This is an optimization exercise on Yosys and OpenROAD, whose aim is a short achievable clock period and few clock cycles, not a production implementation. Function was checked by simulation only, so behaviour that the tests miss may differ from the original. Power figures rest on the tool's default switching activity, not on a simulated workload.

## P
Design SNAIL, start of the top module:
module SNAIL (
    output wire [7:0] ram_addr,
    output wire [7:0] ram_wdat,
    input wire [7:0] ram_rdat,
    output wire ram_rd_, ram_wr_,
    output wire [7:0] rom_addr,
    input wire [23:0] rom_data,
    input wire clk, rst_
);
For scale: roughly 1000 cells after synthesis, roughly 180 flip-flops, roughly 60 I/O pins, about 11000 sq um of cells after synthesis.
export LEC_CHECK = 0
export CAP_MARGIN = 20
export CORE_MARGIN = 2
export CORE_UTILIZATION = 40
export SLEW_MARGIN = 20
create_clock -name core_clock -period 10.0 [get_ports {clk}]
run.sh (not shown) runs the stock make flow with config.mk's settings and CLKGATE_MAP_FILE= SYNTH_SCRIPT=/design/flow/synth_recipe.tcl, a recipe that flattens the netlist after the stock synthesis.
P completed; timing, DRC and antenna clean
Testbench counts of P, summed over its fixed seeds: cycles 12,124.
The inputs of Q differ from those of P as listed below.
==> flow/flow/run.sh (new file) <==
#!/bin/bash
set -euo pipefail
bash standard.sh SETUP_SLACK_MARGIN=7 TNS_END_PERCENT=100 ABC_CLOCK_PERIOD_IN_PS=2500 synth > log_synth.txt 2>&1
bash standard.sh SETUP_SLACK_MARGIN=7 TNS_END_PERCENT=100 ABC_CLOCK_PERIOD_IN_PS=2500 floorplan > log_floorplan.txt 2>&1
bash standard.sh SETUP_SLACK_MARGIN=7 TNS_END_PERCENT=100 ABC_CLOCK_PERIOD_IN_PS=2500 place > log_place.txt 2>&1
bash standard.sh SETUP_SLACK_MARGIN=7 TNS_END_PERCENT=100 ABC_CLOCK_PERIOD_IN_PS=2500 cts > log_cts.txt 2>&1
bash standard.sh SETUP_SLACK_MARGIN=7 TNS_END_PERCENT=100 ABC_CLOCK_PERIOD_IN_PS=2500 route > log_route.txt 2>&1
bash standard.sh SETUP_SLACK_MARGIN=7 TNS_END_PERCENT=100 ABC_CLOCK_PERIOD_IN_PS=2500 finish > log_finish.txt 2>&1
==> flow/standard.sh (new file) <==
#!/bin/bash
# synth_recipe.tcl (not shown) runs the flow's synth.tcl, then flattens the netlist and writes it again
# the make line also repeats each setting of config.mk as NAME=value (left out here)
make -C /OpenROAD-flow-scripts/flow DESIGN_CONFIG=/design/flow/config.mk WORK_HOME=/design/flow/orfs CLKGATE_MAP_FILE= SYNTH_SCRIPT=/design/flow/synth_recipe.tcl "${@:-finish}"
removed: flow/run.sh
Notes after the runs:
- The combinational cell fraction of total power of Q exceeds that of P by 11 points.
- ~same number of cells after detailed placement in P and Q
- Taking P as the reference, in Q wire length the detailed router placed on met1 increased by 4.7% relative to the old numbers; global-route usage higher.
- Critical path capture point = pc[3]$_DFFE_PN0P_: Q; critical path capture point = e_read[7]$_DFFE_PN_: P

Setup of pepper:
Another version of the RTL of SNAIL (not shown whole).
Size in the first run: ~1700 cells after synthesis, ~60 I/O pins.
Settings: LEC_CHECK=0, CAP_MARGIN=20, CORE_MARGIN=2, CORE_UTILIZATION=40, SLEW_MARGIN=20; clock period 10.0 ns.
standard.sh (not shown) runs the stock make flow with config.mk's settings and CLKGATE_MAP_FILE= SYNTH_SCRIPT=/design/flow/synth_recipe.tcl, a recipe that flattens the netlist after the stock synthesis.
==> flow/flow/run.sh <==
#!/bin/bash
set -euo pipefail
bash standard.sh SETUP_SLACK_MARGIN=8 TNS_END_PERCENT=100 ABC_CLOCK_PERIOD_IN_PS=2500 synth > log_synth.txt 2>&1
bash standard.sh SETUP_SLACK_MARGIN=8 TNS_END_PERCENT=100 ABC_CLOCK_PERIOD_IN_PS=2500 floorplan > log_floorplan.txt 2>&1
bash standard.sh SETUP_SLACK_MARGIN=8 TNS_END_PERCENT=100 ABC_CLOCK_PERIOD_IN_PS=2500 place > log_place.txt 2>&1
bash standard.sh SETUP_SLACK_MARGIN=8 TNS_END_PERCENT=100 ABC_CLOCK_PERIOD_IN_PS=2500 cts > log_cts.txt 2>&1
bash standard.sh SETUP_SLACK_MARGIN=8 TNS_END_PERCENT=100 ABC_CLOCK_PERIOD_IN_PS=2500 route > log_route.txt 2>&1
bash standard.sh SETUP_SLACK_MARGIN=8 TNS_END_PERCENT=100 ABC_CLOCK_PERIOD_IN_PS=2500 finish > log_finish.txt 2>&1
Testbench counts of pepper, summed over its fixed seeds: cycles 12,044.
Here is what was changed in the inputs of sierra compared with pepper.
==> flow/flow/run.sh <==
#!/bin/bash
set -euo pipefail
bash standard.sh SETUP_SLACK_MARGIN=7 TNS_END_PERCENT=100 ABC_CLOCK_PERIOD_IN_PS=2500 synth > log_synth.txt 2>&1
bash standard.sh SETUP_SLACK_MARGIN=7 TNS_END_PERCENT=100 ABC_CLOCK_PERIOD_IN_PS=2500 floorplan > log_floorplan.txt 2>&1
bash standard.sh SETUP_SLACK_MARGIN=7 TNS_END_PERCENT=100 ABC_CLOCK_PERIOD_IN_PS=2500 place > log_place.txt 2>&1
bash standard.sh SETUP_SLACK_MARGIN=7 TNS_END_PERCENT=100 ABC_CLOCK_PERIOD_IN_PS=2500 cts > log_cts.txt 2>&1
bash standard.sh SETUP_SLACK_MARGIN=7 TNS_END_PERCENT=100 ABC_CLOCK_PERIOD_IN_PS=2500 route > log_route.txt 2>&1
bash standard.sh SETUP_SLACK_MARGIN=7 TNS_END_PERCENT=100 ABC_CLOCK_PERIOD_IN_PS=2500 finish > log_finish.txt 2>&1
### Flow results
Summary: with pepper as the reference, filler cell count in the final layout in sierra moved up by more than 10%.
Share of total power in the clock network, sierra and pepper: larger value in sierra
Diff sierra and pepper: multi-input combinational cell count higher in pepper
sierra vs. pepper: setup slack shows a reduction of 0.028 ns, non-clock buffer count shows a reduction of 191, met3 routed wirelength shows a reduction of about 18%, fraction of standard cell area that is sequential shows an increase of 5.9 points.

==> afterwards: timing with drivers on the ports <==
In the flow no input, the clock included, has a driving cell. The finished layouts below were timed again as built, in two steps. Step 1, drivers: a clkbuf_16 drives clk and a buf_2 each remaining input, both assumed. Step 2 times the ports against the registers' clock, not the clock port: input delays grow and output delays shrink by t, the midpoint of the rising clock arrivals with the driver on. Slacks: no drivers / after step 1 / after step 2; pairs: no drivers / after step 1.
run | shift t [ns] | slack for setup (ns) | pins driven straight from the clock port
P | 0.479 | 5.152 / 5.176 / 4.697 | 1
Q | 0.475 | 6.420 / 6.405 / 5.930 | 1
pepper | 0.604 | 6.478 / 6.478 / 6.025 | 1
sierra | 0.609 | 6.450 / 6.450 / 6.036 | 1
After both steps every run listed still meets setup and hold. For Q, which loses most, drivers alone change the setup slack by -0.015 ns; drivers and shift together by -0.490 ns.
